Background: an optimization exercise with open tools, aiming at small area and a short achievable clock period. Do not read the settings as production practice.
At most, simulation tests tie the RTL to the original design; equivalence was not proved.
Power is estimated from default activity; no workload was simulated.

## JK
## cordic
module cordic(CosX,SinX,theta,Sign,clock,reset);
	output [16:0] CosX,SinX;
	input  [15:0] theta;
	input  Sign,clock,reset;
	reg [15:0] X;
	reg [16:0] Y;              
	reg [13:0] Z;              
	reg        zsr;            
	reg        S;              
	reg [3:0]  sh;             
	wire zs = zsr;
	wire last = (sh == 4'd14);
	wire [13:0] atan =
		(sh == 4'd1)  ? 14'd3593 : (sh == 4'd2)  ? 14'd1824 :
		(sh == 4'd3)  ? 14'd916  : (sh == 4'd4)  ? 14'd458  :
		(sh == 4'd5)  ? 14'd229  : (sh == 4'd6)  ? 14'd115  :
		(sh == 4'd7)  ? 14'd57   : (sh == 4'd8)  ? 14'd29   :
		(sh == 4'd9)  ? 14'd14   : (sh == 4'd10) ? 14'd7    :
		(sh == 4'd11) ? 14'd4    : (sh == 4'd12) ? 14'd2    :
		(sh == 4'd13) ? 14'd1    : 14'd0;
	wire first = (sh == 4'd0);
	wire [13:0] zop = first ? (zs ? -14'd4720 : -14'd18322) : (atan ^ {14{~zs}});
	wire zci = first ? ~S : ~zs;
	wire neg = last & Y[16];
	wire ssign = Y[16] ^ S;
	wire [16:0] yx = Y ^ {17{~zs}};
	wire [32:0] yext = {{17{yx[16]}}, yx[16:1]} >> sh;
	wire [15:0] yop = yext[15:0];
	wire [15:0] xx = X ^ {16{zs}};
	wire fillx = zs & ~neg;
	wire [32:0] xext = {{18{fillx}}, xx[15:1] ^ {neg, 14'd0}} >> sh;
	wire [16:0] xop = xext[16:0];
	wire [5:0] ylow = Y[5:0] & ~(6'h3E << sh);
	wire yc = Y[16] & ((sh >= 4'd6) | (|ylow));
	wire cx = yc ^ ~zs;
	wire cy = zs;
	wire [16:0] ya = {Y[16:3], Y[2:0] ^ {3{neg}}};
	wire [15:0] SumX; addx ax(.a(X), .b(yop), .ci(cx), .s(SumX));
	wire [16:0] SumY; addy ay(.a(ya), .b(xop), .ci(cy), .s(SumY));
	wire [13:0] SumZ; addz az(.a(Z), .b(zop), .ci(zci), .s(SumZ));
	wire t45 = theta[13] & theta[11] & theta[10] & theta[8];
	always @(posedge clock)
  ...
For scale: about 53 I/O pins, ~5400 sq um of cells after synthesis.
==> flow/config.mk <==
export PLATFORM = sky130hd
export DESIGN_NAME = cordic
export DESIGN_NICKNAME = cordic
export VERILOG_FILES = /design/flow/design.v
export SDC_FILE = /design/flow/constraint.sdc
export NUM_CORES = 4
export LEC_CHECK = 0
export ABC_AREA = 1
export CAP_MARGIN = 20
export CORE_MARGIN = 2
export CORE_UTILIZATION = 50
export CTS_BUF_LIST = sky130_fd_sc_hd__clkbuf_8
export CTS_CLUSTER_DIAMETER = 100
export CTS_CLUSTER_SIZE = 30
export SETUP_SLACK_MARGIN = 0.5
export SLEW_MARGIN = 20
==> flow/constraint.sdc <==
create_clock -name core_clock -period 15.0 [get_ports {clock}]
set_input_delay 3.0000 -clock core_clock [delete_from_list [all_inputs] [get_ports {clock}]]
set_output_delay 3.0000 -clock core_clock [all_outputs]
set_load 0.01 [all_outputs]
standard.sh (not shown) runs the stock make flow with config.mk's settings and CLKGATE_MAP_FILE= SYNTH_SCRIPT=/design/flow/synth_recipe.tcl, a recipe that flattens the netlist after the stock synthesis.
==> flow/flow/run.sh <==
#!/bin/bash
# The standard layout (standard.sh) with these changes:
# repair_timing aims for a setup margin of 11.05 ns, ports get buf_2
# buffers, and Yosys maps no full or half adder cells (ADDER_MAP_FILE is
# empty, so ABC maps the adders as plain logic).
# make's output goes to flow_make.log here; each ORFS step logs under orfs/logs.
set -euo pipefail

sed -e "s|SETUP_SLACK_MARGIN=[0-9.]*|SETUP_SLACK_MARGIN=11.05 'BUFFER_PORTS_ARGS=-buffer_cell sky130_fd_sc_hd__buf_2' ADDER_MAP_FILE=|" standard.sh > my_standard.sh
bash my_standard.sh > flow_make.log 2>&1
--- input diff JK..MS ---
Settings: a deleted CTS_CLUSTER_SIZE that had been 30; a deleted CTS_CLUSTER_DIAMETER that had been 100.
diff --git a/flow/flow/run.sh b/flow/flow/run.sh
--- a/flow/flow/run.sh
+++ b/flow/flow/run.sh
@@ -3 +3 @@
-# repair_timing aims for a setup margin of 11.05 ns, ports get buf_2
+# repair_timing aims for a setup margin of 11.12 ns, ports get buf_2
@@ -9 +9 @@
-sed -e "s|SETUP_SLACK_MARGIN=[0-9.]*|SETUP_SLACK_MARGIN=11.05 'BUFFER_PORTS_ARGS=-buffer_cell sky130_fd_sc_hd__buf_2' ADDER_MAP_FILE=|" standard.sh > my_standard.sh
+sed -e "s|SETUP_SLACK_MARGIN=[0-9.]*|SETUP_SLACK_MARGIN=11.12 'BUFFER_PORTS_ARGS=-buffer_cell sky130_fd_sc_hd__buf_2' ADDER_MAP_FILE=|" standard.sh > my_standard.sh
--- outcome ---
On clock slew at the register clock pins of the worst setup and hold paths, JK and MS are neck and neck.
Where total wirelength of the detailed-routed design is concerned, JK is better than MS.
As far as half-perimeter wire length after placement is concerned, MS and JK perform about the same.
The global router's overall resource usage number comes out higher for JK vs MS.
For AL, these inputs were changed with respect to MS:
diff --git a/flow/flow/run.sh b/flow/flow/run.sh
--- a/flow/flow/run.sh
+++ b/flow/flow/run.sh
@@ -3 +3 @@
-# repair_timing aims for a setup margin of 11.12 ns, ports get buf_2
+# repair_timing aims for a setup margin of 11.05 ns, ports get buf_2
@@ -9 +9 @@
-sed -e "s|SETUP_SLACK_MARGIN=[0-9.]*|SETUP_SLACK_MARGIN=11.12 'BUFFER_PORTS_ARGS=-buffer_cell sky130_fd_sc_hd__buf_2' ADDER_MAP_FILE=|" standard.sh > my_standard.sh
+sed -e "s|SETUP_SLACK_MARGIN=[0-9.]*|SETUP_SLACK_MARGIN=11.05 'BUFFER_PORTS_ARGS=-buffer_cell sky130_fd_sc_hd__buf_2' ADDER_MAP_FILE=|" standard.sh > my_standard.sh
==> comparison <==
- Compared to MS, the routing of AL uses less wire.
- AL and MS ended up with nearly the same worst clock skew.
- NOTE filler cell count MS->AL increased by a few percent
- Delta (AL minus MS): path depth of the worst reg2reg path higher; combinational group share of total power shrank by 2.1 points.
- Looking at global-route usage, AL sits 0.50 points higher than MS does.
- Reported for AL and MS, count of buffer and inverter cells on the critical path turned out identical to the last digit.
- AL and MS ended up with nearly the same via count of the first global-routing pass.
- Final area in AL vs MS: down 3.2%
- Total power: AL and MS compared, higher one is MS
- Between AL and MS, the share of the final layout cell area in multi-input gates is lower for MS.

* * *

Setup of run C:
Another version of the RTL of cordic (not shown whole).
For scale: roughly 980 cells after synthesis, roughly 53 I/O pins.
Settings: LEC_CHECK=0, ABC_AREA=1, CAP_MARGIN=20, CORE_MARGIN=2, CORE_UTILIZATION=50, CTS_BUF_LIST=sky130_fd_sc_hd__clkbuf_8, SETUP_SLACK_MARGIN=0.5, SLEW_MARGIN=20; clock period 15.0 ns.
==> flow/flow/run.sh <==
#!/bin/bash
# The standard layout (standard.sh) with these changes:
# repair_timing aims for a setup margin of 11.05 ns, ports get buf_2
# buffers, and Yosys maps no full or half adder cells (ADDER_MAP_FILE is
# empty, so ABC maps the adders as plain logic).
# make's output goes to flow_make.log here; each ORFS step logs under orfs/logs.
set -euo pipefail

sed -e "s|SETUP_SLACK_MARGIN=[0-9.]*|SETUP_SLACK_MARGIN=11.05 'BUFFER_PORTS_ARGS=-buffer_cell sky130_fd_sc_hd__buf_2' ADDER_MAP_FILE=|" standard.sh > my_standard.sh
bash my_standard.sh > flow_make.log 2>&1
What run B does differently from run C at the input level:
==> flow/flow/run.sh <==
#!/bin/bash
# The standard layout (standard.sh) with these changes:
# repair_timing aims for a setup margin of 11.12 ns, ports get buf_2
# buffers, and Yosys maps no full or half adder cells (ADDER_MAP_FILE is
# empty, so ABC maps the adders as plain logic).
# make's output goes to flow_make.log here; each ORFS step logs under orfs/logs.
set -euo pipefail

sed -e "s|SETUP_SLACK_MARGIN=[0-9.]*|SETUP_SLACK_MARGIN=11.12 'BUFFER_PORTS_ARGS=-buffer_cell sky130_fd_sc_hd__buf_2' ADDER_MAP_FILE=|" standard.sh > my_standard.sh
bash my_standard.sh > flow_make.log 2>&1
Findings:
Compared with run C, run B shows routed wire length on met3 higher by 5.2%. CosX[13] as the capture point of the worst path was reported by run B, and SinX[12] by run C. Count of unique library cells instantiated by Yosys essentially unchanged between run B and run C. Run B vs run C: non-clock inverter count in the final layout up slightly.
Function was not checked in any run of this note: the RTL went through the layout flow alone.

* * *

north:
Another version of the RTL of cordic (not shown whole).
Size: about 840 cells after synthesis, about 53 flip-flops, about 53 I/O pins, ~5200 um2 of cells after synthesis.
==> flow/config.mk <==
export PLATFORM = sky130hd
export DESIGN_NAME = cordic
export DESIGN_NICKNAME = cordic
export VERILOG_FILES = /design/flow/design.v
export SDC_FILE = /design/flow/constraint.sdc
export NUM_CORES = 4
export LEC_CHECK = 0
export ABC_AREA = 1
export CAP_MARGIN = 20
export CORE_MARGIN = 2
export CORE_UTILIZATION = 50
export CTS_BUF_LIST = sky130_fd_sc_hd__clkbuf_8
export SETUP_SLACK_MARGIN = 0.5
export SLEW_MARGIN = 20
==> flow/constraint.sdc <==
create_clock -name core_clock -period 15.0 [get_ports {clock}]
set_input_delay 3.0000 -clock core_clock [delete_from_list [all_inputs] [get_ports {clock}]]
set_output_delay 3.0000 -clock core_clock [all_outputs]
set_load 0.01 [all_outputs]
==> flow/flow/run.sh <==
#!/bin/bash
# The standard layout (standard.sh) with these changes:
# repair_timing aims for a setup margin of 11.05 ns, ports get buf_2
# buffers, and Yosys maps no full or half adder cells (ADDER_MAP_FILE is
# empty, so ABC maps the adders as plain logic). ABC maps with
# flow/abc_area.script (a copy of ORFS's scripts folder is made here and
# only that file replaced).
# make's output goes to flow_make.log here; each ORFS step logs under orfs/logs.
set -euo pipefail
rm -rf scripts_copy
cp -r "$FLOW_HOME/scripts" scripts_copy
cp flow/abc_area.script scripts_copy/abc_area.script
sed -e "s|SETUP_SLACK_MARGIN=[0-9.]*|SETUP_SLACK_MARGIN=11.05 'BUFFER_PORTS_ARGS=-buffer_cell sky130_fd_sc_hd__buf_2' ADDER_MAP_FILE= SCRIPTS_DIR=$PWD/scripts_copy|" standard.sh > my_standard.sh
bash my_standard.sh > flow_make.log 2>&1
==> flow/flow/abc_area.script <==
strash
dch
map -a -B 0.9
topo
stime -c
buffer -c
upsize -c
dnsize -c
north finished every step from synthesis to the final layout, and the layout passed the timing, DRC and antenna checks.
> inputs changed (north -> south)
Settings: CORE_UTILIZATION now 55, was 50.
==> flow/flow/run.sh <==
#!/bin/bash
# The standard layout (standard.sh) with these changes:
# repair_timing aims for a setup margin of 11.05 ns, ports get buf_2
# buffers, and Yosys maps no full or half adder cells (ADDER_MAP_FILE is
# empty, so ABC maps the adders as plain logic).
# make's output goes to flow_make.log here; each ORFS step logs under orfs/logs.
set -euo pipefail

sed -e "s|SETUP_SLACK_MARGIN=[0-9.]*|SETUP_SLACK_MARGIN=11.05 'BUFFER_PORTS_ARGS=-buffer_cell sky130_fd_sc_hd__buf_2' ADDER_MAP_FILE=|" standard.sh > my_standard.sh
bash my_standard.sh > flow_make.log 2>&1
removed: flow/flow/abc_area.script
--- outcome ---
- north → south: data required time at the worst endpoint shows a reduction of 3210 ps; fraction of met2 tracks used by global routing shows a reduction of 4.9 points.
- Relative to north, maximum VDD drop has gone down in south.
- south vs north — number of instances in the synthesized netlist climbed by more than 10%
- Violation count after the first detailed-routing iteration was higher in the run labelled north.
- south vs. north: combinational cell power fell about 27%; portion of the post-synthesis area used by sequential elements fell 1.4 points; maximum operating frequency rose 25 MHz.
#### Input delta (east over south)
Settings: TNS_END_PERCENT: unset -> 10; CORE_UTILIZATION: 55 -> 50.
[summary]
Clock power, east vs south: up by more than 10%
east reports a lower via total after detailed routing than south does.
Per the comparison of east with south, clock network fraction of design power climbed 0.8 points, wire length of the first global-routing pass climbed about 0.3%, routed wire length went up by 3.9%.
Of east and south, the higher maximum frequency belongs to south.
south → east: clock input transition at the sequential cells of the worst setup and hold paths has remained practically unchanged, met2 wirelength from detailed routing rose 2.4%, number of buffer cells added on primary ports saw little to no change, post-route cell area shows no meaningful change.
Re number of slew-limit violations in the final report: no difference whatsoever between east and south.
Changes in west relative to east:
Settings: a deleted TNS_END_PERCENT that had been 10.
Proportion of power drawn by combinational gates, east and west: smaller value in west
east → west: post-route cell area grew by 39 um2, met1 global-route usage held steady, wire length held steady, power grew by 0.52%.
Inputs modified between west and middle:
Settings: CORE_UTILIZATION changed from 50 to 45.
### Flow results
Against west, count of non-filler cells in the finished layout in middle rose by a few percent.
The origin of the worst setup path comes out Y[9] in one run and Y[8] in the other, namely in west and middle respectively.
Est. power | middle vs west | middle lower
The lower final clock period utilization by the worst path of middle and west is in middle.
Overall track demand over capacity in global routing ended up 4.3 points lower on middle than on west.
Highest ir drop seen on vdd, middle and west, higher one = west.
Compared with west, middle shows a lower met3 layer usage reported by global route.
Looking at fraction of power spent switching nets, middle sits 0.19 points lower than west does.
middle ended with more setup slack after layout than west.
Reported for middle and west, number of CTS-inserted buffers turned out identical to the last digit.
middle ends up with lower final RePlAce weighted congestion than west does.

==> re-timing with driven ports <==
The results above use ideal ports. As a check the final layouts listed here were re-extracted and re-timed, cells and wires unchanged. Step 1, drivers: a clkbuf_16 drives clock and a buf_2 each remaining input, both assumed. Step 2 also shifts input and output timing later by t, the mid clock arrival at the registers, as if the neighbouring blocks saw the same clock. a / b / c = ideal / step 1 / step 2; a / b = the first two.
| run | shift t [ns] | slack for setup (ns) | hold slack, ns | worst setup path at the end |
|---|---|---|---|---|
| JK | 0.358 | 11.076 / 11.040 / 10.794 | 0.419 / 0.419 / 0.419 | input to register |
| MS | 0.364 | 11.157 / 11.121 / 10.928 | 0.608 / 0.608 / 0.608 | input to register |
| AL | 0.358 | 11.076 / 11.040 / 10.794 | 0.419 / 0.419 / 0.419 | input to register |
| run C | 0.376 | 11.081 / 11.044 / 10.923 | 0.622 / 0.622 / 0.622 | input to register |
| run B | 0.370 | 11.141 / 11.101 / 10.959 | 0.611 / 0.611 / 0.611 | input to register |
| north | 0.360 | 10.647 / 10.647 / 10.647 | 0.620 / 0.620 / 0.620 | register to register |
| south | 0.358 | 11.072 / 11.035 / 10.878 | 0.618 / 0.618 / 0.618 | input to register |
| east | 0.385 | 10.981 / 10.945 / 10.657 | 0.643 / 0.643 / 0.643 | input to register |
| west | 0.385 | 11.050 / 11.014 / 10.761 | 0.621 / 0.621 / 0.621 | input to register |
| middle | 0.373 | 11.083 / 11.049 / 10.843 | 0.614 / 0.614 / 0.614 | input to register |
After both steps every run listed still meets setup and hold. For east, which loses most, drivers alone change the setup slack by -0.036 ns; drivers and shift together by -0.324 ns.
